This design comes from an exercise in tuning for small area, a short achievable clock period and few clock cycles per item on the open sky130 flow, not from production work. No functional check of the RTL was part of any run shown here. Power is estimated from default activity; no workload was simulated.

[flow/flow/run.sh]
#!/bin/bash
# Own flow: the standard layout (standard.sh, ORFS make) with the ports
# buffered by the smallest buffer instead of the default delay buffer. The
# resizer still upsizes any port buffer that timing or slew needs.
set -euo pipefail
bash standard.sh BUFFER_PORTS_ARGS="-buffer_cell sky130_fd_sc_hd__buf_1" finish > make_finish.log 2>&1
[flow/standard.sh]
#!/bin/bash
# synth_recipe.tcl (not shown) runs the flow's synth.tcl, then flattens the netlist and writes it again
# the make line also repeats each setting of config.mk as NAME=value (left out here)
make -C /OpenROAD-flow-scripts/flow DESIGN_CONFIG=/design/flow/config.mk WORK_HOME=/design/flow/orfs CLKGATE_MAP_FILE= SYNTH_SCRIPT=/design/flow/synth_recipe.tcl "${@:-finish}"
[flow/config.mk]
export PLATFORM = sky130hd
export DESIGN_NAME = risc
export DESIGN_NICKNAME = risc
export VERILOG_FILES = /design/flow/design.v
export SDC_FILE = /design/flow/constraint.sdc
export NUM_CORES = 4
export LEC_CHECK = 0
export ABC_AREA = 1
export CAP_MARGIN = 20
export CORE_MARGIN = 2
export CORE_UTILIZATION = 40
export SETUP_SLACK_MARGIN = 3.0
export SLEW_MARGIN = 20
[flow/constraint.sdc]
create_clock -name core_clock -period 6.5 [get_ports {clk0}]
set_input_delay 1.3000 -clock core_clock [delete_from_list [all_inputs] [get_ports {clk0}]]
set_output_delay 1.3000 -clock core_clock [all_outputs]
set_load 0.01 [all_outputs]
[flow/design.v]
module inc24 (input [23:0] a, output [23:0] s);
wire c_1 = a[1] & a[0];
wire c_2 = a[3] & a[2];
wire c_3 = a[5] & a[4];
wire c_4 = a[7] & a[6];
wire c_5 = a[9] & a[8];
wire c_6 = a[11] & a[10];
wire c_7 = a[13] & a[12];
wire c_8 = a[15] & a[14];
wire c_9 = a[17] & a[16];
wire c_10 = a[19] & a[18];
wire c_11 = a[21] & a[20];
wire c_12 = a[23] & a[22];
wire c_13 = c_2 & c_1;
wire c_14 = c_4 & c_3;
wire c_15 = c_6 & c_5;
wire c_16 = c_8 & c_7;
wire c_17 = c_10 & c_9;
wire c_18 = c_12 & c_11;
wire c_19 = c_14 & c_13;
wire c_20 = c_16 & c_15;
wire c_21 = c_18 & c_17;
wire c_22 = c_20 & c_19;
wire c_23 = c_21 & c_22;
wire c_24 = c_15 & c_19;
wire c_25 = c_17 & c_22;
wire c_26 = c_3 & c_13;
wire c_27 = c_5 & c_19;
wire c_28 = c_7 & c_24;
wire c_29 = c_9 & c_22;
wire c_30 = c_11 & c_25;
wire c_31 = a[2] & c_1;
wire c_32 = a[4] & c_13;
wire c_33 = a[6] & c_26;
wire c_34 = a[8] & c_19;
wire c_35 = a[10] & c_27;
wire c_36 = a[12] & c_24;
wire c_37 = a[14] & c_28;
wire c_38 = a[16] & c_22;
wire c_39 = a[18] & c_29;
wire c_40 = a[20] & c_25;
wire c_41 = a[22] & c_30;
assign s[0] = ~a[0];
assign s[1] = a[1] ^ a[0];
assign s[2] = a[2] ^ c_1;
assign s[3] = a[3] ^ c_31;
assign s[4] = a[4] ^ c_13;
assign s[5] = a[5] ^ c_32;
assign s[6] = a[6] ^ c_26;
assign s[7] = a[7] ^ c_33;
assign s[8] = a[8] ^ c_19;
assign s[9] = a[9] ^ c_34;
assign s[10] = a[10] ^ c_27;
assign s[11] = a[11] ^ c_35;
assign s[12] = a[12] ^ c_24;
assign s[13] = a[13] ^ c_36;
assign s[14] = a[14] ^ c_28;
assign s[15] = a[15] ^ c_37;
assign s[16] = a[16] ^ c_22;
assign s[17] = a[17] ^ c_38;
assign s[18] = a[18] ^ c_29;
assign s[19] = a[19] ^ c_39;
assign s[20] = a[20] ^ c_25;
assign s[21] = a[21] ^ c_40;
assign s[22] = a[22] ^ c_30;
assign s[23] = a[23] ^ c_41;
endmodule
module add32 (input [31:0] a, input [31:0] p, input ci, output [31:0] s);
wire [31:0] g0 = a & ~p;
wire gc0 = g0[0] | (p[0] & ci);
wire g_1 = g0[1] | (p[1] & gc0);
wire g_2 = g0[3] | (p[3] & g0[2]);
wire p_2 = p[3] & p[2];
wire g_3 = g0[5] | (p[5] & g0[4]);
wire p_3 = p[5] & p[4];
wire g_4 = g0[7] | (p[7] & g0[6]);
wire p_4 = p[7] & p[6];
wire g_5 = g0[9] | (p[9] & g0[8]);
wire p_5 = p[9] & p[8];
wire g_6 = g0[11] | (p[11] & g0[10]);
wire p_6 = p[11] & p[10];
wire g_7 = g0[13] | (p[13] & g0[12]);
wire p_7 = p[13] & p[12];
wire g_8 = g0[15] | (p[15] & g0[14]);
wire p_8 = p[15] & p[14];
wire g_9 = g0[17] | (p[17] & g0[16]);
wire p_9 = p[17] & p[16];
wire g_10 = g0[19] | (p[19] & g0[18]);
wire p_10 = p[19] & p[18];
wire g_11 = g0[21] | (p[21] & g0[20]);
wire p_11 = p[21] & p[20];
wire g_12 = g0[23] | (p[23] & g0[22]);
wire p_12 = p[23] & p[22];
wire g_13 = g0[25] | (p[25] & g0[24]);
wire p_13 = p[25] & p[24];
wire g_14 = g0[27] | (p[27] & g0[26]);
wire p_14 = p[27] & p[26];
wire g_15 = g0[29] | (p[29] & g0[28]);
wire p_15 = p[29] & p[28];
wire g_16 = g0[31] | (p[31] & g0[30]);
wire p_16 = p[31] & p[30];
wire g_17 = g_2 | (p_2 & g_1);
wire g_18 = g_4 | (p_4 & g_3);
wire p_18 = p_4 & p_3;
wire g_19 = g_6 | (p_6 & g_5);
wire p_19 = p_6 & p_5;
wire g_20 = g_8 | (p_8 & g_7);
wire p_20 = p_8 & p_7;
wire g_21 = g_10 | (p_10 & g_9);
wire p_21 = p_10 & p_9;
wire g_22 = g_12 | (p_12 & g_11);
wire p_22 = p_12 & p_11;
wire g_23 = g_14 | (p_14 & g_13);
wire p_23 = p_14 & p_13;
wire g_24 = g_16 | (p_16 & g_15);
wire p_24 = p_16 & p_15;
wire g_25 = g_18 | (p_18 & g_17);
wire g_26 = g_20 | (p_20 & g_19);
wire p_26 = p_20 & p_19;
wire g_27 = g_22 | (p_22 & g_21);
wire p_27 = p_22 & p_21;
wire g_28 = g_24 | (p_24 & g_23);
wire p_28 = p_24 & p_23;
wire g_29 = g_26 | (p_26 & g_25);
wire g_30 = g_28 | (p_28 & g_27);
wire p_30 = p_28 & p_27;
wire g_31 = g_30 | (p_30 & g_29);
wire g_32 = g_27 | (p_27 & g_29);
wire g_33 = g_19 | (p_19 & g_25);
wire g_34 = g_21 | (p_21 & g_29);
wire g_35 = g_23 | (p_23 & g_32);
wire g_36 = g_3 | (p_3 & g_17);
wire g_37 = g_5 | (p_5 & g_25);
wire g_38 = g_7 | (p_7 & g_33);
wire g_39 = g_9 | (p_9 & g_29);
wire g_40 = g_11 | (p_11 & g_34);
wire g_41 = g_13 | (p_13 & g_32);
wire g_42 = g_15 | (p_15 & g_35);
wire g_43 = g0[2] | (p[2] & g_1);
wire g_44 = g0[4] | (p[4] & g_17);
wire g_45 = g0[6] | (p[6] & g_36);
wire g_46 = g0[8] | (p[8] & g_25);
wire g_47 = g0[10] | (p[10] & g_37);
wire g_48 = g0[12] | (p[12] & g_33);
wire g_49 = g0[14] | (p[14] & g_38);
wire g_50 = g0[16] | (p[16] & g_29);
wire g_51 = g0[18] | (p[18] & g_39);
wire g_52 = g0[20] | (p[20] & g_34);
wire g_53 = g0[22] | (p[22] & g_40);
wire g_54 = g0[24] | (p[24] & g_32);
wire g_55 = g0[26] | (p[26] & g_41);
wire g_56 = g0[28] | (p[28] & g_35);
wire g_57 = g0[30] | (p[30] & g_42);
assign s[0] = p[0] ^ ci;
assign s[1] = p[1] ^ gc0;
assign s[2] = p[2] ^ g_1;
assign s[3] = p[3] ^ g_43;
assign s[4] = p[4] ^ g_17;
assign s[5] = p[5] ^ g_44;
assign s[6] = p[6] ^ g_36;
assign s[7] = p[7] ^ g_45;
assign s[8] = p[8] ^ g_25;
assign s[9] = p[9] ^ g_46;
assign s[10] = p[10] ^ g_37;
assign s[11] = p[11] ^ g_47;
assign s[12] = p[12] ^ g_33;
assign s[13] = p[13] ^ g_48;
assign s[14] = p[14] ^ g_38;
assign s[15] = p[15] ^ g_49;
assign s[16] = p[16] ^ g_29;
assign s[17] = p[17] ^ g_50;
assign s[18] = p[18] ^ g_39;
assign s[19] = p[19] ^ g_51;
assign s[20] = p[20] ^ g_34;
assign s[21] = p[21] ^ g_52;
assign s[22] = p[22] ^ g_40;
assign s[23] = p[23] ^ g_53;
assign s[24] = p[24] ^ g_32;
assign s[25] = p[25] ^ g_54;
assign s[26] = p[26] ^ g_41;
assign s[27] = p[27] ^ g_55;
assign s[28] = p[28] ^ g_35;
assign s[29] = p[29] ^ g_56;
assign s[30] = p[30] ^ g_42;
assign s[31] = p[31] ^ g_57;
endmodule
`timescale 1ns / 10ps
module risc (
    input         reset,
    input         clk0,
    input  [31:0] mem_datain,
    output [23:0] paddr,
    output [31:0] mem_dataout,
    output        mem_req,
    output        mem_rdwr,
    output        halted
);
reg  [23:0] pc;     
reg  [31:0] acc;
reg  [31:0] ir;     
reg         e;      
reg         hlt;    
reg         c_jmp, c_jge, c_jne;    
reg         c_sto;                  
reg         c_we;                   
reg         c_ld, c_add, c_sub, c_shr, c_shl;
reg  [3:0]  k;
reg         k_swp;
wire take = c_jmp | (c_jge & ~acc[31]) | (c_jne & (|acc));
assign paddr       = (e | take) ? ir[23:0] : pc;
assign mem_dataout = acc;
assign mem_req     = ~hlt;
assign mem_rdwr    = ~(e & c_sto);
assign halted      = hlt;
wire [7:0] o   = mem_datain[31:24];
wire       def = (o[7:4] == 4'h0);
wire       d_lda = def & (o[3:0] == 4'h0);
wire       d_sto = def & (o[3:0] == 4'h1);
wire       d_add = def & (o[3:0] == 4'h2);
wire       d_sub = def & (o[3:0] == 4'h3);
wire       d_jmp = def & (o[3:0] == 4'h4);
wire       d_jge = def & (o[3:0] == 4'h5);
wire       d_jne = def & (o[3:0] == 4'h6);
wire       d_stp = def & (o[3:0] == 4'h7);
wire       d_shr = def & (o[3:0] == 4'h8);
wire       d_shl = def & (o[3:0] == 4'h9);
wire       d_and = def & (o[3:0] == 4'ha);
wire       d_or  = def & (o[3:0] == 4'hb);
wire       d_xor = def & (o[3:0] == 4'hc);
wire       d_com = def & (o[3:0] == 4'hd);
wire       d_swp = def & (o[3:0] == 4'he);
wire       d_mem = d_lda | d_sto | d_add | d_sub | d_and | d_or | d_xor | d_com | d_swp;
wire [3:0] k_e = {d_lda | d_and | d_or | d_sub,           
                  d_com | d_or | d_xor | d_add,           
                  d_lda | d_or | d_xor | d_add,           
                  d_com | d_sub};                         
localparam [3:0] K_PASS = 4'b1010;                        
wire [31:0] d  = mem_datain;
wire [31:0] dl = (acc & d & {32{k[3]}}) | (acc & ~d & {32{k[2]}})
               | (~acc & d & {32{k[1]}}) | (~acc & ~d & {32{k[0]}});
wire [31:0] ir_n = k_swp ? {d[15:0], d[31:16]} : dl;
wire [31:0] sum;
add32 adder (.a(acc), .p(ir), .ci(c_sub), .s(sum));
wire [31:0] acc_n =
      ({32{c_ld}}  & ir)
    | ({32{c_add}} & sum)
    | ({32{c_shr}} & {1'b0, acc[31:1]})
    | ({32{c_shl}} & {acc[30:0], 1'b0})
    | ({32{~c_we}} & acc);
wire [23:0] paddr1;
inc24 incr (.a(paddr), .s(paddr1));
wire fcyc = ~e & ~hlt;
always @(posedge clk0)
    ir <= ir_n;
always @(posedge clk0) begin
    if (fcyc) begin
        c_sto <= d_sto;
        c_sub <= d_sub;
    end
end
always @(posedge clk0 or posedge reset) begin
    if (reset) begin
        k     <= K_PASS;
        k_swp <= 1'b0;
    end else begin
        k     <= (fcyc & d_mem & ~d_swp) ? k_e : K_PASS;
        k_swp <= fcyc & d_swp;
    end
end
always @(posedge clk0 or posedge reset) begin
    if (reset) begin
        pc    <= 24'h0;
        acc   <= 32'h0;
        e     <= 1'b0;
        hlt   <= 1'b0;
        c_jmp <= 1'b0; c_jge <= 1'b0; c_jne <= 1'b0;
        c_we  <= 1'b0;
        c_ld  <= 1'b0; c_add <= 1'b0; c_shr <= 1'b0; c_shl <= 1'b0;
    end else if (e) begin
        e     <= 1'b0;
    end else if (~hlt) begin
        pc    <= paddr1;
        acc   <= acc_n;
        e     <= d_mem;
        hlt   <= d_stp;
        c_jmp <= d_jmp; c_jge <= d_jge; c_jne <= d_jne;
        c_we  <= d_lda | d_com | d_add | d_sub | d_and | d_or | d_xor | d_swp | d_shr | d_shl;
        c_ld  <= d_lda | d_com | d_and | d_or | d_xor | d_swp;
        c_add <= d_add | d_sub;
        c_shr <= d_shr; c_shl <= d_shl;
    end
end
endmodule
==> results of run 1 <==
sequential cells by signal (all words and copies together), names as in the netlist:
signal / flops
pc: 24
k: 4
acc: 32
c_add: 1
c_jge: 1
c_sub: 1
c_we: 1
c_jmp: 1
c_shr: 1
k_swp: 1
c_shl: 1
c_jne: 1
c_sto: 1
c_ld: 1
ir: 32
e: 1
hlt: 1
worst min-delay path by stage:
stage,from,end,slack [ns],depth (start not counted)
final,pc[18]$_DFFE_PP0P_,pc[18]$_DFFE_PP0P_,0.49,2
after floorplan,pc[16]$_DFFE_PP0P_,pc[16]$_DFFE_PP0P_,0.44,2
after global placement,pc[18]$_DFFE_PP0P_,pc[18]$_DFFE_PP0P_,0.45,2
after detailed placement,pc[16]$_DFFE_PP0P_,pc[16]$_DFFE_PP0P_,0.47,2
after global routing,pc[21]$_DFFE_PP0P_,pc[21]$_DFFE_PP0P_,0.51,2
after CTS,pc[16]$_DFFE_PP0P_,pc[16]$_DFFE_PP0P_,0.48,2
worst register-to-register path, cell delays in order (launching register included):
cell	delay, ns
dfrtp_2	0.44
inv_2	0.09
nand4_1	0.11
nor2_2	0.18
nand4_1	0.16
nand2_4	0.15
buf_4	0.16
nand2_4	0.09
a21oi_2	0.19
ha_1	0.19
inv_1	0.07
nor3_4	0.23
nand4_2	0.19
nor2_2	0.16
nand4_1	0.13
nor2_1	0.12
ha_1	0.23
nand2_1	0.06
o21ai_0	0.08
cell families (layout without fill, tap and decap cells):
family / count (synthesis) / in the layout / synth area share (%)
DFF: 105 / 105 / 34.7
and+or+nand+nor: 424 / 430 / 26.2
AOI/OAI and AO/OA: 329 / 329 / 25.1
xor gates and xnor gates: 11 / 11 / 1.35
buffers and inverters: 196 / 295 / 10.6
adders and majority gates: 12 / 12 / 2.10
what timing repair did:
item / in CTS / in global routing
gates cloned: 1 / 5
buffers inserted: 6 / 23
resized for setup: 22 / 55
pin swaps: 3 / 7
endpoints found under the hold margin: 0 / 0
endpoints found under the setup margin: 25 / 30
synth_stat cells, types with 2 or more instances:
cell type,number,share of area [%]
a21boi_0,2,0.21
a21oi_1,97,6.8
nor3_1,4,0.28
dfxtp_1,32,9.0
o22ai_1,10,0.88
nand2_1,239,13
clkinv_1,2,0.11
nor2_2,2,0.18
o21ai_1,3,0.21
inv_1,121,6.4
o221ai_1,3,0.37
dfrtp_1,69,24
edfxtp_1,2,0.84
o21ai_0,184,13
a31oi_1,2,0.18
nor2_1,41,2.2
xnor2_1,6,0.74
or2_1,2,0.18
o21a_1,6,0.63
clkbuf_1,41,2.2
o211ai_1,3,0.32
nand2_2,7,0.61
or2_2,5,0.44
o21a_4,2,0.42
nand4_1,15,1.3
o2111ai_1,11,1.3
xor2_1,5,0.61
and2_1,3,0.26
buf_6,2,0.32
inv_2,23,1.2
nand3_1,97,6.8
ha_1,12,2.1
dfstp_2,2,0.74
buf_1,3,0.16
o21ai_2,2,0.25
buf_2,2,0.14
per-stage QoR:
step           total power (uW)  instances  cell area (um2)  utilization (%)  hold slack [ns]
2_1_floorplan               782       1077             7150                -            0.437
3_3_place_gp                837       1355             7660             44.1            0.447
3_5_place_dp                836       1355             7660             44.1            0.467
4_1_cts                    1410       1378             8070             46.5            0.485
5_1_grt                    1460       1407             8460             48.7            0.514
6_report                   1410       1407             8460             48.7            0.492
where the power goes:
part | switching [uW] | internal [uW]
combinational | 99.8 | 53.1
clock | 276 | 301
sequential | 16.7 | 662
layout make-up:
class                           instances  area, um2
Fill cell                            1786       8900
Multi-Input combinational cell        782       4100
Sequential cell                       105       2500
Timing Repair Buffer                  132        717
Inverter                              147        561
Tap cell                              225        282
Clock buffer                           10        229
Clock inverter                          6       67.6
layer usage:
| layer | up-vias | share of wire, % | track usage [%] | wire length (um) |
|---|---|---|---|---|
| met5 | - | 0 | 0 | 0 |
| met4 | 0 | 2.6 | 9.62 | 704 |
| met3 | 46 | 7.6 | 5.11 | 2030 |
| met2 | 325 | 45 | 44.4 | 12100 |
| met1 | 3622 | 44 | 38.8 | 11800 |
| li1 | 3825 | - | - | - |
==> impl_metrics.env, run 1 <==
export IMPL_status="no timing/DRC/antenna violations"
export IMPL_drv_slew=0
export IMPL_clock_skew_ns=0.0100
export IMPL_yosysWarnings=1
export IMPL_cts_hold_buf=0
export IMPL_setup_worst_path_class="reg2out"
export IMPL_grt_pass1_wl_um=40200
export IMPL_track_usage_pct=28.2
export IMPL_placementRows=48
export IMPL_timing_rr_start="acc[26]$_DFFE_PP0P_"
export IMPL_finalCritPeriodShare_pct=53.1
export IMPL_syn_inst=1077
export IMPL_syn_nets=1123
export IMPL_drtAntennaViolNets=0
export IMPL_crit_buf_inv=4
export IMPL_insertion_delay_ns=0.37
export IMPL_p_leak_uw=0.00397
export IMPL_fin_ws_ns=3.05
export IMPL_required_ns=5.20
export IMPL_yosysUniqueCellTypes=51
export IMPL_critPathTopFamily="simple AND/OR/NAND/NOR gates"
export IMPL_syn_to_final_growth_pct=18.3
export IMPL_cts_tree="built"
export IMPL_via_per_inst=5.56
export IMPL_worstSetupStartpointType="flip-flop"
export IMPL_dpl_worst_slack_ns=3.02
export IMPL_grt_pass1_vias=7197
export IMPL_root_buffer="clkbuf_16"
export IMPL_final_setup_tns_ns=0
export IMPL_min_period_ns=3.45
export IMPL_die_w_um=138
export IMPL_synth_area_um2=7150
export IMPL_cp_end_kind="output pin"
export IMPL_core_area_um2=17400
export IMPL_io_buffer_count=92
export IMPL_nets=1223
export IMPL_cts_buffer_depth=2
export IMPL_hold_violations=0
export IMPL_antenna_cells=0
export IMPL_die_h_um=138
export IMPL_wirelength_um=26600
export IMPL_drc=0
export IMPL_ys_flop_type="dfrtp_1"
export IMPL_drive_above_1_share_pct=14.7
export IMPL_dieArea_um2=19000
export IMPL_antenna_found_initial=1
export IMPL_cp_startpoint="acc[26]$_DFFE_PP0P_"
export IMPL_crit_end="paddr[8]"
export IMPL_rsz0062_at_grt="yes"
export IMPL_cts_htree_levels=3
export IMPL_ys_seq_area_share_pct=34.7
export IMPL_p_per_area_nw_per_um2=167
export IMPL_drt_iter0_markers=748
export IMPL_cts_buffers=9
export IMPL_ys_ff_latch=105
export IMPL_first_pass_iters=6
export IMPL_vdd_ir_drop_worst_v=0.000136
export IMPL_grt_start_max_net_pins=72
export IMPL_tightest_slew_ns=1.13
export IMPL_gp_congestion=0.917
export IMPL_crit_chain="inv_2 > nand4_1 > nor2_2 > nand4_1 > nand2_4 > buf_12 > nand2_4 > o21a_1 > inv_1 > clkbuf_2"
export IMPL_r2r_end="pc[22]$_DFFE_PP0P_"
export IMPL_synth_edf_count=2
export IMPL_initial_utilization_pct=41.2
export IMPL_fmaxAchievable_ghz=0.290
export IMPL_io_pins=93
export IMPL_path_max_fanout=5
export IMPL_rr_worst_depth=18
export IMPL_critPathArrivalTime_ns=2.15
export IMPL_cts_sinks=105
export IMPL_vias=7818
export IMPL_min_path_type="reg2reg"
export IMPL_synthArstFlopShare_pct=67.6
export IMPL_avgSynthCellArea_um2=6.64
export IMPL_setup_viol_count_final=0
export IMPL_crit_slowest_cell="dfrtp_2"
export IMPL_path_clk_slew_ns=0.07
export IMPL_reg2reg_slack_ns=3.32
export IMPL_avgRoutedWirePerCell_um=18.9
export IMPL_layout_common_cells="236 x nand2_1, 175 x o21ai_0, 109 x inv_1"
export IMPL_slowest_delay_ns=0.44
export IMPL_grt_overflow=0
export IMPL_final_common_cell="nand2_1"
export IMPL_hpwl_um=17600
export IMPL_path_depth=10
export IMPL_slew_headroom_pct=24.3
export IMPL_cap_violations=0
==> inputs of run 2 (changes only) <==
--- a/flow/design.v
+++ b/flow/design.v
@@ -200,14 +200,16 @@
 reg  [31:0] ir;     
 reg         e;      
 reg         hlt;    
-reg         c_jmp, c_jge, c_jne;    
+reg         sel;                    
+reg         chk;                    
+reg         c_jge, c_jne;           
 reg         c_sto;                  
 reg         c_we;                   
 reg         c_ld, c_add, c_sub, c_shr, c_shl;
 reg  [3:0]  k;
 reg         k_swp;
-wire take = c_jmp | (c_jge & ~acc[31]) | (c_jne & (|acc));
-assign paddr       = (e | take) ? ir[23:0] : pc;
+wire squash = chk & ((c_jge & ~acc[31]) | (c_jne & (|acc)));
+assign paddr       = sel ? ir[23:0] : pc;
 assign mem_dataout = acc;
 assign mem_req     = ~hlt;
 assign mem_rdwr    = ~(e & c_sto);
@@ -250,10 +252,14 @@
 wire [23:0] paddr1;
 inc24 incr (.a(paddr), .s(paddr1));
 wire fcyc = ~e & ~hlt;
+wire sign_n = c_ld ? ir[31] : c_shr ? 1'b0 : c_shl ? acc[30] : acc[31];
+wire nz_n   = c_ld ? |ir : ((|acc[30:1]) | (acc[31] & ~c_shl) | (acc[0] & ~c_shr));
+wire d_cj   = d_jge | d_jne;
+wire cond_n = (d_jge & ~sign_n) | (d_jne & nz_n);
 always @(posedge clk0)
     ir <= ir_n;
 always @(posedge clk0) begin
-    if (fcyc) begin
+    if (fcyc & ~squash) begin
         c_sto <= d_sto;
         c_sub <= d_sub;
     end
@@ -263,8 +269,8 @@
         k     <= K_PASS;
         k_swp <= 1'b0;
     end else begin
-        k     <= (fcyc & d_mem & ~d_swp) ? k_e : K_PASS;
-        k_swp <= fcyc & d_swp;
+        k     <= (fcyc & ~squash & d_mem & ~d_swp) ? k_e : K_PASS;
+        k_swp <= fcyc & ~squash & d_swp;
     end
 end
 always @(posedge clk0 or posedge reset) begin
@@ -273,17 +279,27 @@
         acc   <= 32'h0;
         e     <= 1'b0;
         hlt   <= 1'b0;
-        c_jmp <= 1'b0; c_jge <= 1'b0; c_jne <= 1'b0;
+        sel   <= 1'b0; chk   <= 1'b0;
+        c_jge <= 1'b0; c_jne <= 1'b0;
         c_we  <= 1'b0;
         c_ld  <= 1'b0; c_add <= 1'b0; c_shr <= 1'b0; c_shl <= 1'b0;
     end else if (e) begin
         e     <= 1'b0;
+        sel   <= 1'b0;
+    end else if (squash) begin
+        pc    <= ir[23:0];
+        sel   <= 1'b0; chk   <= 1'b0;
+        c_jge <= 1'b0; c_jne <= 1'b0;
+        c_we  <= 1'b0;
+        c_ld  <= 1'b0; c_add <= 1'b0; c_shr <= 1'b0; c_shl <= 1'b0;
     end else if (~hlt) begin
         pc    <= paddr1;
         acc   <= acc_n;
         e     <= d_mem;
         hlt   <= d_stp;
-        c_jmp <= d_jmp; c_jge <= d_jge; c_jne <= d_jne;
+        sel   <= d_mem | d_jmp | (~c_add & cond_n);
+        chk   <= d_cj & c_add;
+        c_jge <= d_jge; c_jne <= d_jne;
         c_we  <= d_lda | d_com | d_add | d_sub | d_and | d_or | d_xor | d_swp | d_shr | d_shl;
         c_ld  <= d_lda | d_com | d_and | d_or | d_xor | d_swp;
         c_add <= d_add | d_sub;
==> run 2 against run 1 <==
Global-route usage up 1.1 points. Total power down 0.73%. Sequential share of layout area down 0.29 points. Sequential power up 3.4%. Routed wire length up 11%. Die area up 8.1%.
==> impl_metrics.env, run 2 <==
export IMPL_critPathArrivalTime_ns=2.00
export IMPL_yosysMostFrequentCell="nand2_1"
export IMPL_drive_above_1_share_pct=6.41
export IMPL_avgRoutedWirePerCell_um=19.6
export IMPL_tightest_slew_ns=0.992
export IMPL_slowest_delay_ns=0.58
export IMPL_worstSetupStartpointType="flip-flop"
export IMPL_antenna_found_initial=0
export IMPL_root_buffer="clkbuf_16"
export IMPL_critPathTopFamily="flip-flops"
export IMPL_min_path_cells=2
export IMPL_ys_flop_type="dfrtp_1"
export IMPL_die_w_um=143
export IMPL_min_path_type="reg2reg"
export IMPL_clock_skew_ns=0.0135
export IMPL_final_setup_tns_ns=0
export IMPL_p_per_area_nw_per_um2=164
export IMPL_gp_congestion=0.952
export IMPL_nets=1290
export IMPL_cap_violations=0
export IMPL_rr_worst_depth=20
export IMPL_cts_htree_levels=3
export IMPL_placementRows=50
export IMPL_synthArstFlopShare_pct=67.9
export IMPL_vdd_ir_drop_worst_v=0.000128
export IMPL_min_period_ns=3.30
export IMPL_syn_to_final_growth_pct=10.4
export IMPL_avgSynthCellArea_um2=6.51
export IMPL_via_per_inst=5.64
export IMPL_syn_nets=1235
export IMPL_track_usage_pct=29.3
export IMPL_cts_tree="built"
export IMPL_hpwl_um=21100
export IMPL_synth_edf_count=2
export IMPL_finalCritPeriodShare_pct=50.8
export IMPL_antenna_cells=0
export IMPL_status="no timing/DRC/antenna violations"
export IMPL_synthTopCellsByArea="dfrtp_1 23%, nand2_1 16%, dfxtp_1 8.3%"
export IMPL_min_to="pc[0]$_DFFE_PP0P_"
export IMPL_fmaxAchievable_ghz=0.303
export IMPL_io_pins=93
export IMPL_rsz0062_at_grt="no"
export IMPL_grt_start_max_net_pins=73
export IMPL_cts_buffer_depth=2
export IMPL_die_h_um=143
export IMPL_yosysUniqueCellTypes=52
export IMPL_drv_slew=0
export IMPL_crit_buf_inv=3
export IMPL_wirelength_um=29500
export IMPL_crit_chain="buf_4 > o21ai_0 > inv_1 > buf_1"
export IMPL_reg2reg_slack_ns=3.34
export IMPL_vias=8516
export IMPL_first_pass_iters=6
export IMPL_insertion_delay_ns=0.36
export IMPL_drc=0
export IMPL_required_ns=5.20
export IMPL_p_leak_uw=0.00398
export IMPL_r2r_end="pc[23]$_DFFE_PP0P_"
export IMPL_drt_iter0_markers=870
export IMPL_slew_headroom_pct=33.8
export IMPL_drtAntennaViolNets=0
export IMPL_fin_cells=1509
export IMPL_setup_worst_path_class="reg2out"
export IMPL_syn_inst=1189
export IMPL_final_util_pct=45.4
export IMPL_final_common_cell="nand2_1"
export IMPL_largestRegisters="acc (32), ir (32), pc (24)"
export IMPL_grt_pass1_wl_um=45600
export IMPL_cts_buffers=9
export IMPL_io_buffer_count=92
export IMPL_setup_viol_count_final=0
export IMPL_layout_common_cells="324 x nand2_1, 134 x inv_1, 117 x nand3_1"
export IMPL_dieArea_um2=20500
export IMPL_placed_cell_area_um2=8200
export IMPL_synth_top_area_cell="dfrtp_1"
export IMPL_synth_area_um2=7740
export IMPL_place_inst=1487
export IMPL_yosysWarnings=1
export IMPL_hold_violations=0
export IMPL_synth_top_area_share_pct=22.6
export IMPL_crit_slowest_cell="dfrtp_2"
export IMPL_cts_sinks=106
export IMPL_synth_commonest_cells="324 x nand2_1, 136 x inv_1, 117 x nand3_1, 117 x o21ai_0, 70 x dfrtp_1"
export IMPL_initial_utilization_pct=41.1
export IMPL_grt_pass1_vias=7628
export IMPL_ys_ff_latch=106
export IMPL_hp_start="pc[0]$_DFFE_PP0P_"
export IMPL_num_fill_cells=2027
export IMPL_cp_end_kind="output pin"
export IMPL_path_clk_slew_ns=0.07
export IMPL_ys_seq_area_share_pct=32.3
export IMPL_timing_rr_start="sel$_DFFE_PP0P_"
export IMPL_grt_overflow=0
export IMPL_fin_area_um2=8550
export IMPL_core_area_um2=18800
export IMPL_path_max_fanout=27
-- run 2: cell type report --
type | count | area [um2] | area share (%)
clock inverter | 2 | 11.3 | 0.132
multi-input combinational | 870 | 4420 | 51.6
clock buffer | 14 | 264 | 3.09
inverter | 153 | 576 | 6.73
tap | 260 | 325 | 3.80
sequential | 106 | 2510 | 29.3
timing repair buffer | 104 | 455 | 5.32
-- run 2: tightest hold or removal path, delay by kind of cell, from the launching register on --
kind | cells | cell delay, ns
AO/OA/AOI/OAI | 1 | 0.07
AND/OR/NAND/NOR | 1 | 0.05
flip-flops | 1 | 0.36
-- run 2: power by group --
part	switching [uW]	internal (uW)	leakage (uW)
Clock	263	282	0.000137
Combinational	103	48.8	0.00261
Sequential	26.3	676	0.00123
Total	392	1010	0.00398
-- run 2: cell families (layout without fill, tap and decap cells) --
| kind of cell | count (synthesis) | after routing | synth area share (%) |
|---|---|---|---|
| compound gates | 280 | 280 | 21.3 |
| fa+ha+maj | 12 | 12 | 1.94 |
| buf+inv | 215 | 273 | 11.1 |
| flops | 106 | 106 | 32.3 |
| simple gates | 565 | 567 | 32.1 |
| xor+xnor | 11 | 11 | 1.24 |
-- run 2: through the flow --
stage / hold slack [ns] / total power [uW] / worst slack, ns
floorplan: 0.448 / 802 / 3.06
global placement: 0.475 / 861 / 2.30
detailed placement: 0.489 / 863 / 2.34
CTS: 0.506 / 1400 / 3.12
global route: 0.527 / 1450 / 3.04
finish: 0.515 / 1400 / 3.20
-- run 2: how the worst max path moves through the flow --
stage / to / depth (start not counted) / from
after floorplan: pc[23]$_DFFE_PP0P_ / 24 / sel$_DFFE_PP0P_
after global placement: acc[26]$_DFFE_PP0P_ / 11 / acc[5]$_DFFE_PP0P_
after detailed placement: acc[11]$_DFFE_PP0P_ / 12 / acc[26]$_DFFE_PP0P_
after CTS: acc[13]$_DFFE_PP0P_ / 11 / acc[26]$_DFFE_PP0P_
after global routing: paddr[19] / 4 / sel$_DFFE_PP0P_
final: paddr[19] / 4 / sel$_DFFE_PP0P_
-- run 2: timing repair --
item / CTS / global route
setup buffers: 0 / 3
hold endpoints to repair: 0 / 0
setup endpoints to repair: 38 / 33
hold buffers: 0 / 0
resized for setup: 2 / 2
gates cloned: 2 / 0
pin swaps: 1 / 1
-- run 2: layer usage --
metal / up-vias / part of all wire, % / track usage, %
met5: - / 0 / 0
met4: 0 / 4.2 / 12.8
met3: 61 / 9.4 / 5.20
met2: 460 / 43 / 43.0
met1: 3916 / 43 / 42.0
li1: 4079 / - / -
==> inputs of run 3 (changes only) <==
--- a/flow/config.mk
+++ b/flow/config.mk
@@ -9,5 +9,5 @@
 export CAP_MARGIN = 20
 export CORE_MARGIN = 2
 export CORE_UTILIZATION = 40
-export SETUP_SLACK_MARGIN = 3.0
+export SETUP_SLACK_MARGIN = 3.5
 export SLEW_MARGIN = 20
==> run 3 against run 2 <==
Global-route usage down 0.77 points. Sequential share of layout area fell by 1.5 points. Sequential power hardly changed. Non-clock buffer count is 20 higher. Clock-buffer cell count down 4. Clock skew is 0.0034 ns lower. Critical path type unchanged. Critical endpoint is now paddr[9].
==> impl_metrics.env, run 3 <==
export IMPL_dieArea_um2=20500
export IMPL_switching_share_pct=27.8
export IMPL_cts_sinks=106
export IMPL_p_total_uw=1420
export IMPL_register_area_um2=2510
export IMPL_grt_pass1_wl_um=44800
export IMPL_synthArstFlopShare_pct=67.9
export IMPL_ys_flop_type="dfrtp_1"
export IMPL_synth_top_area_cell="dfrtp_1"
export IMPL_setup_worst_path_class="reg2out"
export IMPL_worstSetupStartpointType="flip-flop"
export IMPL_num_fill_cells=1979
export IMPL_cts_hold_buf=0
export IMPL_antenna_cells=0
export IMPL_p_clk_share_pct=39.6
export IMPL_fmaxAchievable_ghz=0.333
export IMPL_avgSynthCellArea_um2=6.51
export IMPL_path_max_fanout=5
export IMPL_min_period_ns=3.00
export IMPL_antenna_found_initial=0
export IMPL_setup_viol_count_final=0
export IMPL_place_inst=1485
export IMPL_final_common_cell="nand2_1"
export IMPL_cts_tree="built"
export IMPL_slew_headroom_pct=32.3
export IMPL_initial_utilization_pct=41.1
export IMPL_final_setup_tns_ns=0
export IMPL_synth_top_area_share_pct=22.6
export IMPL_vdd_ir_drop_worst_v=0.000132
export IMPL_root_buffer="clkbuf_16"
export IMPL_grt_overflow=0
export IMPL_layout_common_cells="318 x nand2_1, 133 x inv_1, 117 x nand3_1"
export IMPL_track_usage_pct=28.5
export IMPL_drc=0
export IMPL_first_pass_iters=5
export IMPL_io_buffer_count=92
export IMPL_synth_area_um2=7740
export IMPL_drtAntennaViolNets=0
export IMPL_syn_inst=1189
export IMPL_vias=8533
export IMPL_hold_violations=0
export IMPL_synth_edf_count=2
export IMPL_hpwl_um=19700
export IMPL_wirelength_um=29100
export IMPL_placed_cell_area_um2=8230
export IMPL_status="no timing/DRC/antenna violations"
export IMPL_required_ns=5.20
export IMPL_cts_buffer_depth=2
export IMPL_die_w_um=143
export IMPL_cts_buffers=9
export IMPL_core_area_um2=18800
export IMPL_fin_cells=1530
export IMPL_p_per_area_nw_per_um2=158
export IMPL_min_path_type="reg2reg"
export IMPL_seqPwrFrac_pct=49.3
export IMPL_intPower_uw=1030
export IMPL_final_util_pct=47.9
export IMPL_tightest_slew_ns=1.02
export IMPL_finalCritPeriodShare_pct=46.2
export IMPL_drive_above_1_share_pct=10.6
export IMPL_cap_violations=0
export IMPL_io_pins=93
export IMPL_ys_ff_latch=106
export IMPL_yosysUniqueCellTypes=52
export IMPL_p_leak_uw=0.00419
export IMPL_syn_to_final_growth_pct=16.5
export IMPL_grt_pass1_vias=7712
export IMPL_multi_input_area_um2=4600
export IMPL_fin_area_um2=9030
export IMPL_grt_start_max_net_pins=73
export IMPL_yosysWarnings=1
export IMPL_cts_htree_levels=3
export IMPL_placementRows=50
export IMPL_switchingPower_uw=395
export IMPL_syn_nets=1235
export IMPL_cp_end_kind="output pin"
export IMPL_yosysMostFrequentCell="nand2_1"
export IMPL_via_per_inst=5.58
export IMPL_path_clk_slew_ns=0.07
export IMPL_insertion_delay_ns=0.36
export IMPL_synth_commonest_cells="324 x nand2_1, 136 x inv_1, 117 x nand3_1, 117 x o21ai_0, 70 x dfrtp_1"
export IMPL_drv_slew=0
export IMPL_synthTopCellsByArea="dfrtp_1 23%, nand2_1 16%, dfxtp_1 8.3%"
export IMPL_gp_congestion=0.903
export IMPL_clock_skew_ns=0.0101
export IMPL_ys_seq_area_share_pct=32.3
export IMPL_drt_iter0_markers=768
export IMPL_nets=1311
export IMPL_rsz0062_at_grt="yes"
export IMPL_critPathArrivalTime_ns=1.70
export IMPL_avgRoutedWirePerCell_um=19.0
export IMPL_die_h_um=143
export IMPL_p_comb_share_pct=11.0
export IMPL_largestRegisters="acc (32), ir (32), pc (24)"
[run 3: cell counts after synthesis]
Identical to the previous run, type by type.
[run 3: critical path: stages, from the launching register on]
cell     delay, ns
dfrtp_2       0.50
buf_12        0.16
buf_16        0.13
buf_6         0.13
o21ai_1       0.23
inv_1         0.06
buf_1         0.13
[run 3: logic make-up (layout without fill, tap and decap cells)]
group           Yosys count  after routing  synth area share (%)
buf+inv                 215            293                  11.1
simple gates            565            568                  32.1
xor+xnor                 11             11                  1.24
compound gates          280            280                  21.3
flops                   106            106                  32.3
fa+ha+maj                12             12                  1.94
[run 3: final timing paths]
path / from / endpoint / slack [ns] / cells after the start
setup / recovery: sel$_DFFE_PP0P_ / paddr[9] / 3.50 / 6
hold / removal: pc[0]$_DFFE_PP0P_ / pc[0]$_DFFE_PP0P_ / 0.53 / 2
setup reg to reg: sel$_DFFE_PP0P_ / pc[23]$_DFFE_PP0P_ / 3.53 / 22
hold reg to reg: pc[0]$_DFFE_PP0P_ / pc[0]$_DFFE_PP0P_ / 0.53 / 2
max in group asynchronous: reset / c_add$_DFFE_PP0P_ / 4.51 / 3
min in group asynchronous: reset / pc[6]$_DFFE_PP0P_ / 1.26 / 3
[run 3: metrics by stage]
stage               hold slack, ns  worst slack, ns
floorplan                    0.453             3.27
global placement             0.473             2.29
detailed placement           0.479             2.19
CTS                          0.510             3.50
global route                 0.544             3.30
finish                       0.526             3.50
[run 3: final cells by class]
class | count | share of cell area [%]
tap | 260 | 3.60
inverter | 153 | 6.40
sequential | 106 | 27.8
clock buffer | 10 | 2.54
multi-input combinational | 871 | 50.9
timing repair buffer | 124 | 8.11
clock inverter | 6 | 0.638
[run 3: power by group through the flow]
stage	logic (uW)	clock network, uW	registers [uW]
3_3_place_gp	146	0	713
4_1_cts	150	569	700
5_1_grt	178	591	705
3_5_place_dp	147	0	714
2_1_floorplan	103	0	701
6_report	157	564	702
[run 3: timing repair]
item                       4_1_cts  5_1_grt
resized for setup               30       42
hold endpoints to repair         0        0
pin swaps                        7        2
setup endpoints to repair       77       39
cloned                           6        0
setup buffers                   15        8
[run 3: routing by layer]
layer  vias up  global-route usage [%]  wire, um
li1       4135                       -         -
met1      3952                    42.0     13200
met2       404                    42.7     12700
met3        42                    4.73      2600
met4         0                    8.49       590
met5         -                       0         0
==> inputs of run 4 (changes only) <==
--- a/flow/config.mk
+++ b/flow/config.mk
@@ -9,5 +9,5 @@
 export CAP_MARGIN = 20
 export CORE_MARGIN = 2
 export CORE_UTILIZATION = 40
-export SETUP_SLACK_MARGIN = 3.5
+export SETUP_SLACK_MARGIN = 4.0
 export SLEW_MARGIN = 20
==> run 4 against run 3 <==
Non-clock buffer count up 58. Routed wire length is 4.4% higher. Total power rose by 4.7%. Hold slack gained 0.0060 ns. Largest cell class unchanged. Synthesized cell count is the same. Critical endpoint is now paddr[22]. Clock power grew 7.4%. Global-route usage rose by 0.24 points. Worst setup slack gained 0.016 ns. Largest power group unchanged. Via count is 5.0% higher.
==> impl_metrics.env, run 4 <==
export IMPL_status="no timing/DRC/antenna violations"
export IMPL_synthTopCellsByArea="dfrtp_1 23%, nand2_1 16%, dfxtp_1 8.3%"
export IMPL_rsz0062_at_grt="yes"
export IMPL_p_per_area_nw_per_um2=147
export IMPL_min_period_ns=2.99
export IMPL_syn_inst=1189
export IMPL_final_common_cell="nand2_1"
export IMPL_cp_end_kind="output pin"
export IMPL_cts_tree="built"
export IMPL_grt_start_max_net_pins=73
export IMPL_holdWs_ns=0.532
export IMPL_min_path_type="reg2reg"
export IMPL_p_comb_share_pct=12.1
export IMPL_slowest_delay_ns=0.50
export IMPL_p_total_uw=1490
export IMPL_antenna_found_initial=0
export IMPL_cts_htree_levels=3
export IMPL_insertion_delay_ns=0.37
export IMPL_tightest_slew_ns=1.03
export IMPL_via_per_inst=5.64
export IMPL_avgRoutedWirePerCell_um=19.1
export IMPL_syn_to_final_growth_pct=30.8
export IMPL_synth_top_area_cell="dfrtp_1"
export IMPL_setup_viol_count_final=0
export IMPL_synth_top_area_share_pct=22.6
export IMPL_clock_skew_ns=0.00594
export IMPL_cts_buffer_depth=2
export IMPL_cts_hold_buf=0
export IMPL_layout_common_cells="294 x nand2_1, 121 x inv_1, 117 x nand3_1"
export IMPL_fmaxAchievable_ghz=0.335
export IMPL_die_h_um=143
export IMPL_grt_pass1_wl_um=45100
export IMPL_dieArea_um2=20500
export IMPL_track_usage_pct=28.8
export IMPL_synth_commonest_cells="324 x nand2_1, 136 x inv_1, 117 x nand3_1, 117 x o21ai_0, 70 x dfrtp_1"
export IMPL_final_setup_tns_ns=0
export IMPL_p_clk_share_pct=40.7
export IMPL_io_pins=93
export IMPL_drt_iter0_markers=859
export IMPL_antenna_cells=0
export IMPL_ys_seq_area_share_pct=32.3
export IMPL_worstSetupStartpointType="flip-flop"
export IMPL_ys_flop_type="dfrtp_1"
export IMPL_yosysWarnings=1
export IMPL_num_fill_cells=1888
export IMPL_die_w_um=143
export IMPL_synth_area_um2=7740
export IMPL_vdd_ir_drop_worst_v=0.000125
export IMPL_crit_slowest_cell="dfrtp_2"
export IMPL_path_max_fanout=5
export IMPL_switching_share_pct=27.4
export IMPL_gp_congestion=0.907
export IMPL_synth_edf_count=2
export IMPL_avgSynthCellArea_um2=6.51
export IMPL_p_leak_uw=0.00466
export IMPL_first_pass_iters=5
export IMPL_register_area_um2=2530
export IMPL_drtAntennaViolNets=0
export IMPL_hpwl_um=19500
export IMPL_synthArstFlopShare_pct=67.9
export IMPL_setup_worst_path_class="reg2out"
export IMPL_core_area_um2=18800
export IMPL_critPathArrivalTime_ns=1.69
export IMPL_required_ns=5.20
export IMPL_wirelength_um=30300
export IMPL_crit_chain="buf_12 > buf_4 > buf_6 > buf_8 > o21ai_4 > buf_6"
export IMPL_syn_nets=1235
export IMPL_yosysUniqueCellTypes=52
export IMPL_intPower_uw=1080
export IMPL_root_buffer="clkbuf_16"
export IMPL_drv_slew=0
export IMPL_multi_input_area_um2=4990
export IMPL_vias=8961
export IMPL_dpl_worst_slack_ns=2.72
export IMPL_initial_utilization_pct=41.1
export IMPL_finalCritPeriodShare_pct=45.9
export IMPL_ys_ff_latch=106
export IMPL_hold_violations=0
export IMPL_slew_headroom_pct=31.5
export IMPL_io_buffer_count=92
export IMPL_drive_above_1_share_pct=21.9
export IMPL_seqPwrFrac_pct=47.2
export IMPL_cts_sinks=106
export IMPL_crit_top_cell="buf_6"
export IMPL_fin_ws_ns=3.51
export IMPL_grt_overflow=0
export IMPL_nets=1370
export IMPL_path_clk_slew_ns=0.07
export IMPL_cts_buffers=9
export IMPL_switchingPower_uw=408
export IMPL_drc=0
export IMPL_largestRegisters="acc (32), ir (32), pc (24)"
export IMPL_placementRows=50
export IMPL_cap_violations=0
export IMPL_grt_pass1_vias=7904
export IMPL_yosysMostFrequentCell="nand2_1"
[run 4: layer usage]
layer / wire (um) / track usage [%]
met5: 0 / 0
met4: 692 / 8.96
met3: 2750 / 5.03
met2: 13600 / 43.9
met1: 13300 / 41.3
[run 4: cell families (layout without fill, tap and decap cells)]
| group | after synthesis | after routing | share of synthesized area, % |
|---|---|---|---|
| adder cells (fa/ha/maj) | 12 | 12 | 1.94 |
| flip-flops | 106 | 106 | 32.3 |
| buffers and inverters | 215 | 351 | 11.1 |
| XOR/XNOR | 11 | 11 | 1.24 |
| AND/OR/NAND/NOR | 565 | 569 | 32.1 |
| AO/OA/AOI/OAI | 280 | 280 | 21.3 |
[run 4: area by class of cell]
cell class	instances	area share (%)
multi-input combinational	872	49.2
sequential	106	25.0
timing repair buffer	182	13.6
inverter	153	5.92
tap	260	3.21
clock buffer	10	2.26
clock inverter	6	0.803
[run 4: what timing repair did]
item                       4_1_cts  5_1_grt
resized for setup              112      122
pin swaps                       22       26
buffers inserted                33       43
cloned                           6        4
setup endpoints to repair       99       91
[run 4: through the flow]
step | cells | util (%) | instance area (um2)
after floorplan | 1189 | - | 7840
after global placement | 1487 | 43.9 | 8270
after detailed placement | 1487 | 43.9 | 8270
after CTS | 1542 | 49.6 | 9340
after global routing | 1589 | 53.8 | 10100
final | 1589 | 53.8 | 10100
[run 4: path summary, 6_finish.rpt]
kind | to | start | slack [ns] | cells after the start
max in group asynchronous | acc[5]$_DFFE_PP0P_ | reset | 4.78 | 3
worst min register to register | pc[0]$_DFFE_PP0P_ | pc[0]$_DFFE_PP0P_ | 0.53 | 2
worst max register to register | pc[23]$_DFFE_PP0P_ | sel$_DFFE_PP0P_ | 3.62 | 21
worst min-delay path | pc[0]$_DFFE_PP0P_ | pc[0]$_DFFE_PP0P_ | 0.53 | 2
min in group asynchronous | pc[20]$_DFFE_PP0P_ | reset | 1.12 | 3
worst max-delay path | paddr[22] | sel$_DFFE_PP0P_ | 3.51 | 6
[run 4: critical path, delay by kind of cell (launching register included)]
family	cells	cell delay, ns
compound gates	1	0.14
flops	1	0.50
buf+inv	5	0.67
[run 4: power groups by stage]
stage	clock network, uW	logic (uW)	registers [uW]
finish	606	181	703
global route	631	202	705
floorplan	0	104	701
global placement	0	147	713
detailed placement	0	148	713
CTS	608	164	701
==> inputs of run 5 (changes only) <==
--- a/flow/design.v
+++ b/flow/design.v
@@ -195,26 +195,26 @@
     output        mem_rdwr,
     output        halted
 );
-reg  [23:0] pc;     
+reg  [23:0] ar;     
 reg  [31:0] acc;
 reg  [31:0] ir;     
 reg         e;      
 reg         hlt;    
-reg         sel;                    
-reg         chk;                    
+reg         chk;    
 reg         c_jge, c_jne;           
 reg         c_sto;                  
+reg         c_sub;                  
 reg         c_we;                   
-reg         c_ld, c_add, c_sub, c_shr, c_shl;
+reg         c_ld, c_add, c_shr, c_shl;
 reg  [3:0]  k;
 reg         k_swp;
-wire squash = chk & ((c_jge & ~acc[31]) | (c_jne & (|acc)));
-assign paddr       = sel ? ir[23:0] : pc;
+assign paddr       = ar;
 assign mem_dataout = acc;
 assign mem_req     = ~hlt;
 assign mem_rdwr    = ~(e & c_sto);
 assign halted      = hlt;
-wire [7:0] o   = mem_datain[31:24];
+wire [31:0] d  = mem_datain;
+wire [7:0] o   = d[31:24];
 wire       def = (o[7:4] == 4'h0);
 wire       d_lda = def & (o[3:0] == 4'h0);
 wire       d_sto = def & (o[3:0] == 4'h1);
@@ -232,15 +232,17 @@
 wire       d_com = def & (o[3:0] == 4'hd);
 wire       d_swp = def & (o[3:0] == 4'he);
 wire       d_mem = d_lda | d_sto | d_add | d_sub | d_and | d_or | d_xor | d_com | d_swp;
+wire       d_cj  = d_jge | d_jne;
 wire [3:0] k_e = {d_lda | d_and | d_or | d_sub,           
                   d_com | d_or | d_xor | d_add,           
                   d_lda | d_or | d_xor | d_add,           
                   d_com | d_sub};                         
 localparam [3:0] K_PASS = 4'b1010;                        
-wire [31:0] d  = mem_datain;
-wire [31:0] dl = (acc & d & {32{k[3]}}) | (acc & ~d & {32{k[2]}})
-               | (~acc & d & {32{k[1]}}) | (~acc & ~d & {32{k[0]}});
-wire [31:0] ir_n = k_swp ? {d[15:0], d[31:16]} : dl;
+wire fcyc = ~e & ~hlt;
+wire sign_n = c_ld ? ir[31] : c_shr ? 1'b0 : c_shl ? acc[30] : acc[31];
+wire nz_n   = c_ld ? |ir : ((|acc[30:1]) | (acc[31] & ~c_shl) | (acc[0] & ~c_shr));
+wire cond_n = (d_jge & ~sign_n) | (d_jne & nz_n);
+wire squash = chk & ((c_jge & ~acc[31]) | (c_jne & (|acc)));
 wire [31:0] sum;
 add32 adder (.a(acc), .p(ir), .ci(c_sub), .s(sum));
 wire [31:0] acc_n =
@@ -249,13 +251,15 @@
     | ({32{c_shr}} & {1'b0, acc[31:1]})
     | ({32{c_shl}} & {acc[30:0], 1'b0})
     | ({32{~c_we}} & acc);
-wire [23:0] paddr1;
-inc24 incr (.a(paddr), .s(paddr1));
-wire fcyc = ~e & ~hlt;
-wire sign_n = c_ld ? ir[31] : c_shr ? 1'b0 : c_shl ? acc[30] : acc[31];
-wire nz_n   = c_ld ? |ir : ((|acc[30:1]) | (acc[31] & ~c_shl) | (acc[0] & ~c_shr));
-wire d_cj   = d_jge | d_jne;
-wire cond_n = (d_jge & ~sign_n) | (d_jne & nz_n);
+wire [23:0] ar1;
+inc24 incr (.a(ar), .s(ar1));
+wire [31:0] dl = (acc & d & {32{k[3]}}) | (acc & ~d & {32{k[2]}})
+               | (~acc & d & {32{k[1]}}) | (~acc & ~d & {32{k[0]}});
+wire        park = fcyc & d_mem;        
+wire [31:0] ir_n = k_swp ? {d[15:0], d[31:16]} :
+                   park  ? {dl[31:24], ar1} : dl;
+wire        jump = d_mem | d_jmp | (d_cj & ~c_add & cond_n);
+wire [23:0] ar_n = (e | squash) ? ir[23:0] : jump ? d[23:0] : ar1;
 always @(posedge clk0)
     ir <= ir_n;
 always @(posedge clk0) begin
@@ -275,29 +279,28 @@
 end
 always @(posedge clk0 or posedge reset) begin
     if (reset) begin
-        pc    <= 24'h0;
+        ar    <= 24'h0;
         acc   <= 32'h0;
         e     <= 1'b0;
         hlt   <= 1'b0;
-        sel   <= 1'b0; chk   <= 1'b0;
+        chk   <= 1'b0;
         c_jge <= 1'b0; c_jne <= 1'b0;
         c_we  <= 1'b0;
         c_ld  <= 1'b0; c_add <= 1'b0; c_shr <= 1'b0; c_shl <= 1'b0;
     end else if (e) begin
+        ar    <= ar_n;
         e     <= 1'b0;
-        sel   <= 1'b0;
     end else if (squash) begin
-        pc    <= ir[23:0];
-        sel   <= 1'b0; chk   <= 1'b0;
+        ar    <= ar_n;
+        chk   <= 1'b0;
         c_jge <= 1'b0; c_jne <= 1'b0;
         c_we  <= 1'b0;
         c_ld  <= 1'b0; c_add <= 1'b0; c_shr <= 1'b0; c_shl <= 1'b0;
     end else if (~hlt) begin
-        pc    <= paddr1;
+        ar    <= ar_n;
         acc   <= acc_n;
         e     <= d_mem;
         hlt   <= d_stp;
-        sel   <= d_mem | d_jmp | (~c_add & cond_n);
         chk   <= d_cj & c_add;
         c_jge <= d_jge; c_jne <= d_jne;
         c_we  <= d_lda | d_com | d_add | d_sub | d_and | d_or | d_xor | d_swp | d_shr | d_shl;
--- a/flow/config.mk
+++ b/flow/config.mk
@@ -9,5 +9,5 @@
 export CAP_MARGIN = 20
 export CORE_MARGIN = 2
 export CORE_UTILIZATION = 40
-export SETUP_SLACK_MARGIN = 4.0
+export SETUP_SLACK_MARGIN = 3.0
 export SLEW_MARGIN = 20
==> run 5 against run 4 <==
Sequential power rose by 2%. Total power fell by 2.6%. Synthesized cell count rose by 0.34%. Fmax fell by 10%. Sequential share of layout area rose by 3.8 points. Global-route usage rose by 1.9 points. Routed wire length rose by 3.5%. Largest power group unchanged.
==> impl_metrics.env, run 5 <==
export IMPL_synthArstFlopShare_pct=67.6
export IMPL_track_usage_pct=30.7
export IMPL_synth_top_area_cell="dfrtp_1"
export IMPL_crit_buf_inv=4
export IMPL_first_pass_iters=8
export IMPL_path_clk_slew_ns=0.08
export IMPL_fmaxAchievable_ghz=0.301
export IMPL_synthTopCellsByArea="dfrtp_1 22%, nand2_1 16%, nand3_1 9.8%"
export IMPL_placementRows=50
export IMPL_nets=1293
export IMPL_multi_input_area_um2=4550
export IMPL_holdWs_ns=0.490
export IMPL_cts_tree="built"
export IMPL_vias=8871
export IMPL_largestRegisters="acc (32), ir (32), ar (24)"
export IMPL_antenna_found_initial=0
export IMPL_critPathArrivalTime_ns=3.56
export IMPL_antenna_cells=0
export IMPL_setup_viol_count_final=0
export IMPL_fin_cells=1512
export IMPL_tightest_slew_ns=0.876
export IMPL_clock_skew_ns=0.0124
export IMPL_yosysMostFrequentCell="nand2_1"
export IMPL_path_max_fanout=18
export IMPL_cts_sinks=105
export IMPL_p_per_area_nw_per_um2=168
export IMPL_avgRoutedWirePerCell_um=20.8
export IMPL_core_area_um2=18800
export IMPL_final_common_cell="nand2_1"
export IMPL_grt_overflow=0
export IMPL_min_path_type="reg2reg"
export IMPL_synth_edf_count=2
export IMPL_critPathTopFamily="simple AND/OR/NAND/NOR gates"
export IMPL_status="no timing/DRC/antenna violations"
export IMPL_dieArea_um2=20500
export IMPL_syn_to_final_growth_pct=11.3
export IMPL_avgSynthCellArea_um2=6.49
export IMPL_grt_pass1_wl_um=47300
export IMPL_slew_headroom_pct=41.5
export IMPL_drtAntennaViolNets=0
export IMPL_drive_above_1_share_pct=4.87
export IMPL_num_fill_cells=1992
export IMPL_yosysWarnings=1
export IMPL_reg2reg_slack_ns=3.22
export IMPL_die_w_um=143
export IMPL_insertion_delay_ns=0.37
export IMPL_layout_common_cells="321 x nand2_1, 152 x nand3_1, 132 x inv_1"
export IMPL_drv_slew=0
export IMPL_io_pins=93
export IMPL_cp_end_kind="flip-flop"
export IMPL_hold_violations=0
export IMPL_slowest_delay_ns=0.37
export IMPL_syn_nets=1239
export IMPL_ys_ff_latch=105
export IMPL_grt_start_max_net_pins=72
export IMPL_cts_htree_levels=3
export IMPL_wirelength_um=31400
export IMPL_place_inst=1489
export IMPL_ys_flop_type="dfrtp_1"
export IMPL_root_buffer="clkbuf_16"
export IMPL_ys_seq_area_share_pct=32.0
export IMPL_final_setup_tns_ns=0
export IMPL_via_per_inst=5.87
export IMPL_min_period_ns=3.32
export IMPL_cap_violations=0
export IMPL_fin_area_um2=8620
export IMPL_gp_congestion=0.944
export IMPL_finalCritPeriodShare_pct=51.1
export IMPL_register_area_um2=2480
export IMPL_rsz0062_at_grt="yes"
export IMPL_hpwl_um=20900
export IMPL_die_h_um=143
export IMPL_p_leak_uw=0.00376
export IMPL_cts_buffers=9
export IMPL_synth_top_area_share_pct=22.3
export IMPL_placed_cell_area_um2=8200
export IMPL_worstSetupStartpointType="input pin"
export IMPL_yosysUniqueCellTypes=49
export IMPL_setup_worst_path_class="in2reg"
export IMPL_synth_commonest_cells="323 x nand2_1, 152 x nand3_1, 133 x inv_1"
export IMPL_dpl_worst_slack_ns=2.28
export IMPL_drt_iter0_markers=950
export IMPL_cts_buffer_depth=2
export IMPL_required_ns=6.74
export IMPL_drc=0
export IMPL_io_buffer_count=92
export IMPL_cts_hold_buf=0
export IMPL_crit_chain="buf_1 > nor4_4 > inv_2 > nor2_2 > inv_1 > o22ai_2 > a21oi_2 > nand2_4 > nand3_4 > inv_6 > nand2_1 > nand3_1 > o21ai_0"
export IMPL_vdd_ir_drop_worst_v=0.000123
export IMPL_syn_inst=1193
export IMPL_crit_slowest_cell="nor4_4"
export IMPL_grt_pass1_vias=7884
export IMPL_initial_utilization_pct=41.1
export IMPL_fin_ws_ns=3.18
export IMPL_synth_area_um2=7750
==> run 5: cell types whose count changed in the layout (fill, tap and decap cells not counted), moves of 11 or more <==
cell,delta
nand3b_1,+11
buf_6,-23
inv_2,-22
nand2_1,+27
a21oi_1,+14
nand3_1,+35
buf_4,-52
nand2_2,-27
buf_1,+22
o21ai_4,-13
inv_1,+11
o21ai_0,+12
==> run 5: layer usage <==
layer	routed length, um	vias to the layer above	global-route usage [%]
li1	-	4166	-
met1	12900	4141	41.9
met2	13800	493	47.0
met3	3590	71	7.58
met4	1110	0	11.3
met5	0	-	0
==> run 5: worst register-to-register path, cell delays in order, from the launching register on <==
cell	delay, ns
dfrtp_1	0.90
inv_1	0.67
o2111ai_1	0.32
o31ai_1	0.12
o21ai_0	0.29
nand2_4	0.30
nand2_8	0.32
nand2_1	0.11
nand3_1	0.07
nand3_1	0.07
==> run 5: logic make-up after synthesis <==
family / count (synthesis) / share of synthesized area (%)
and+or+nand+nor: 586 / 33.2
AOI/OAI and AO/OA: 278 / 21.2
buffers and inverters: 201 / 10.4
DFF: 105 / 32.0
adders and majority gates: 12 / 1.94
xor gates and xnor gates: 11 / 1.24
==> run 5: report_power, final <==
| group | switching (uW) | total (uW) | internal [uW] |
|---|---|---|---|
| sequential | 37.1 | 714 | 677 |
| combinational | 125 | 189 | 64.0 |
| clock | 284 | 547 | 263 |
==> run 5: through the flow <==
step	power, uW	util [%]
after floorplan	835	-
after global placement	906	43.6
after detailed placement	907	43.6
after CTS	1450	45.3
after global routing	1510	45.8
final	1450	45.8
==> run 5: final cells by class <==
class	instances	share of cell area [%]
Tap cell	260	3.77
Sequential cell	105	28.8
Clock inverter	7	0.624
Inverter	136	5.99
Clock buffer	9	2.61
Multi-Input combinational cell	889	52.8
Timing Repair Buffer	106	5.43
==> run 5: path summary, 6_finish.rpt <==
check | startpoint | end | cells after the start
worst max-delay path | mem_datain[31] | ir[9]$_DFF_P_ | 13
worst min-delay path | chk$_DFFE_PP0P_ | chk$_DFFE_PP0P_ | 2
worst max register to register | c_ld$_DFFE_PP0P_ | ar[23]$_DFFE_PP0P_ | 9
worst min register to register | chk$_DFFE_PP0P_ | chk$_DFFE_PP0P_ | 2
max in group asynchronous | reset | c_shl$_DFFE_PP0P_ | 3
min in group asynchronous | reset | ar[2]$_DFFE_PP0P_ | 3
==> run 5: timing repair <==
action	in CTS	in global routing
pin swaps	1	0
buffers inserted	2	3
gates resized for setup	7	12
setup endpoints to repair	64	47
cloned	1	1
==> inputs of run 6 (changes only) <==
--- a/flow/config.mk
+++ b/flow/config.mk
@@ -9,5 +9,5 @@
 export CAP_MARGIN = 20
 export CORE_MARGIN = 2
 export CORE_UTILIZATION = 40
-export SETUP_SLACK_MARGIN = 3.0
+export SETUP_SLACK_MARGIN = 3.5
 export SLEW_MARGIN = 20
==> run 6 against run 5 <==
Non-clock buffer count grew 21. Largest power group unchanged. Core utilization grew 2.1 points. Hold slack gained 0.0067 ns. Still clean on timing, DRC and antenna. First-iteration DRC count grew 8.1%. Global-route usage grew 0.96 points. Register-to-register slack gained 0.40 ns. Total power grew 3.9%. Largest cell class unchanged. Highest routed layer unchanged. Sequential share of layout area shrank 1.2 points. Sequential power is essentially flat. Clock skew grew 0.0051 ns.
==> impl_metrics.env, run 6 <==
export IMPL_status="no timing/DRC/antenna violations"
export IMPL_nets=1316
export IMPL_grt_pass1_vias=8315
export IMPL_die_w_um=143
export IMPL_setup_worst_path_class="in2reg"
export IMPL_required_ns=6.74
export IMPL_yosysUniqueCellTypes=49
export IMPL_synth_top_area_cell="dfrtp_1"
export IMPL_track_usage_pct=31.7
export IMPL_io_pins=93
export IMPL_vdd_ir_drop_worst_v=0.000154
export IMPL_largestRegisters="acc (32), ir (32), ar (24)"
export IMPL_min_path_type="reg2reg"
export IMPL_antenna_found_initial=1
export IMPL_grt_start_max_net_pins=72
export IMPL_hp_start="chk$_DFFE_PP0P_"
export IMPL_critPathArrivalTime_ns=3.18
export IMPL_cts_sinks=105
export IMPL_ys_seq_area_share_pct=32.0
export IMPL_cp_end_kind="flip-flop"
export IMPL_wirelength_um=32200
export IMPL_hold_violations=0
export IMPL_synthArstFlopShare_pct=67.6
export IMPL_fin_area_um2=9020
export IMPL_cts_hold_buf=0
export IMPL_antenna_cells=0
export IMPL_cts_htree_levels=3
export IMPL_final_setup_tns_ns=0
export IMPL_rsz0062_at_grt="yes"
export IMPL_grt_pass1_wl_um=48800
export IMPL_timing_rr_start="c_shl$_DFFE_PP0P_"
export IMPL_drc=0
export IMPL_final_common_cell="nand2_1"
export IMPL_synthTopCellsByArea="dfrtp_1 22%, nand2_1 16%, nand3_1 9.8%"
export IMPL_finalCritPeriodShare_pct=45.3
export IMPL_vias=9101
export IMPL_dieArea_um2=20500
export IMPL_die_h_um=143
export IMPL_clock_skew_ns=0.0175
export IMPL_grt_overflow=0
export IMPL_insertion_delay_ns=0.38
export IMPL_cap_violations=0
export IMPL_hpwl_um=20800
export IMPL_synth_top_area_share_pct=22.3
export IMPL_syn_to_final_growth_pct=16.4
export IMPL_fmaxAchievable_ghz=0.340
export IMPL_drtAntennaViolNets=0
export IMPL_via_per_inst=5.93
export IMPL_cts_tree="built"
export IMPL_avgRoutedWirePerCell_um=21.0
export IMPL_setup_viol_count_final=0
export IMPL_avgSynthCellArea_um2=6.49
export IMPL_gp_congestion=0.993
export IMPL_min_path_cells=2
export IMPL_syn_nets=1239
export IMPL_layout_common_cells="322 x nand2_1, 149 x nand3_1, 129 x inv_1"
export IMPL_rr_worst_depth=11
export IMPL_tightest_slew_ns=0.879
export IMPL_synth_commonest_cells="323 x nand2_1, 152 x nand3_1, 133 x inv_1"
export IMPL_root_buffer="clkbuf_16"
export IMPL_cp_startpoint="mem_datain[31]"
export IMPL_core_area_um2=18800
export IMPL_ys_ff_latch=105
export IMPL_worstSetupStartpointType="input pin"
export IMPL_path_clk_slew_ns=0.08
export IMPL_min_period_ns=2.94
export IMPL_cts_buffer_depth=2
export IMPL_ys_flop_type="dfrtp_1"
export IMPL_drv_slew=0
export IMPL_placementRows=50
export IMPL_first_pass_iters=5
export IMPL_drive_above_1_share_pct=8.39
export IMPL_synth_area_um2=7750
export IMPL_path_max_fanout=7
export IMPL_p_per_area_nw_per_um2=167
export IMPL_synth_edf_count=2
export IMPL_slew_headroom_pct=41.4
export IMPL_drt_iter0_markers=1027
export IMPL_syn_inst=1193
export IMPL_io_buffer_count=92
export IMPL_yosysWarnings=1
export IMPL_cts_buffers=9
export IMPL_initial_utilization_pct=41.1
export IMPL_yosysMostFrequentCell="nand2_1"
export IMPL_p_leak_uw=0.00393
export IMPL_placed_cell_area_um2=8230
run 6: final cells by class:
class                           count  area (um2)
Timing Repair Buffer              127         686
Sequential cell                   105        2480
Multi-Input combinational cell    891        4690
Tap cell                          260         325
Inverter                          136         527
Fill cell                        1920        9810
Clock buffer                        9         225
Clock inverter                      7        78.8
run 6: critical path: stages:
cell	delay (ns)
buf_4	0.15
nor4_4	0.33
inv_2	0.12
nor2_4	0.16
inv_2	0.05
o22ai_2	0.17
a21oi_2	0.08
nand2_4	0.14
nand3_4	0.21
buf_6	0.22
o21ai_0	0.17
o21ai_1	0.07
run 6: through the flow:
step           util [%]  worst slack, ns  power, uW  cells  hold WS, ns
6_report           47.9             3.56       1510   1535        0.497
2_1_floorplan         -             3.52        835   1193        0.453
3_5_place_dp       43.7             2.55        908   1492        0.475
4_1_cts            46.3             3.50       1500   1521        0.495
3_3_place_gp       43.7             2.58        907   1492        0.470
5_1_grt            47.9             3.48       1560   1535        0.531
run 6: kinds of logic after synthesis:
family / share of synthesized area (%)
flops: 32.0
compound gates: 21.2
xor+xnor: 1.24
fa+ha+maj: 1.94
simple gates: 33.2
buf+inv: 10.4
run 6: repair_timing:
action / CTS / global route
setup buffers: 10 / 13
resized for setup: 20 / 49
setup endpoints to repair: 90 / 89
pin swaps: 2 / 12
gates cloned: 3 / 1
run 6: path summary, 6_finish.rpt:
kind                                      endpoint  slack [ns]
min in group asynchronous        ar[2]$_DFFE_PP0P_        1.12
worst max-delay path                ir[14]$_DFF_P_        3.56
worst max register to register  ar[15]$_DFFE_PP0P_        3.62
worst min-delay path               chk$_DFFE_PP0P_        0.50
max in group asynchronous        c_shl$_DFFE_PP0P_        4.82
worst min register to register     chk$_DFFE_PP0P_        0.50
run 6: power breakdown:
part,leakage (uW),total [uW],internal (uW),switching [uW]
logic,0.00257,200,68.7,131
registers,0.00122,713,677,35.8
clock network,0.000144,594,304,291
total,0.00393,1510,1050,458
run 6: per-layer routing:
metal,wire (um),vias up,GRT usage [%]
met1,13200,4207,43.1
met2,13900,580,49.3
li1,-,4218,-
met3,3720,96,6.54
met5,0,-,0
met4,1370,0,12.1

## what the ideal ports hide
No port has a modelled driver above. Below, the same layouts with a new extraction and two added sets of constraints. Step 1, drivers: a clkbuf_16 drives clk0 and a buf_2 each remaining input, both assumed. Step 2 also shifts input and output timing later by t, the mid clock arrival at the registers, as if the neighbouring blocks saw the same clock. a / b / c = ideal ports / drivers / drivers and shift; a / b = the first two.
run	shift t [ns]	setup slack, ns	worst hold slack (ns)
run 1	0.408	3.052 / 3.007 / 3.322	0.492 / 0.492 / 0.492
run 2	0.402	3.196 / 3.151 / 3.108	0.515 / 0.515 / 0.515
run 3	0.404	3.498 / 3.452 / 3.382	0.526 / 0.526 / 0.526
run 4	0.411	3.514 / 3.468 / 3.618	0.532 / 0.532 / 0.532
run 5	0.404	3.180 / 3.202 / 2.798	0.490 / 0.490 / 0.490
run 6	0.414	3.556 / 3.576 / 3.162	0.497 / 0.497 / 0.497
After both steps setup and hold are still met in every run listed. For run 6, which loses most, drivers alone change the setup slack by +0.020 ns; drivers and shift together by -0.394 ns.
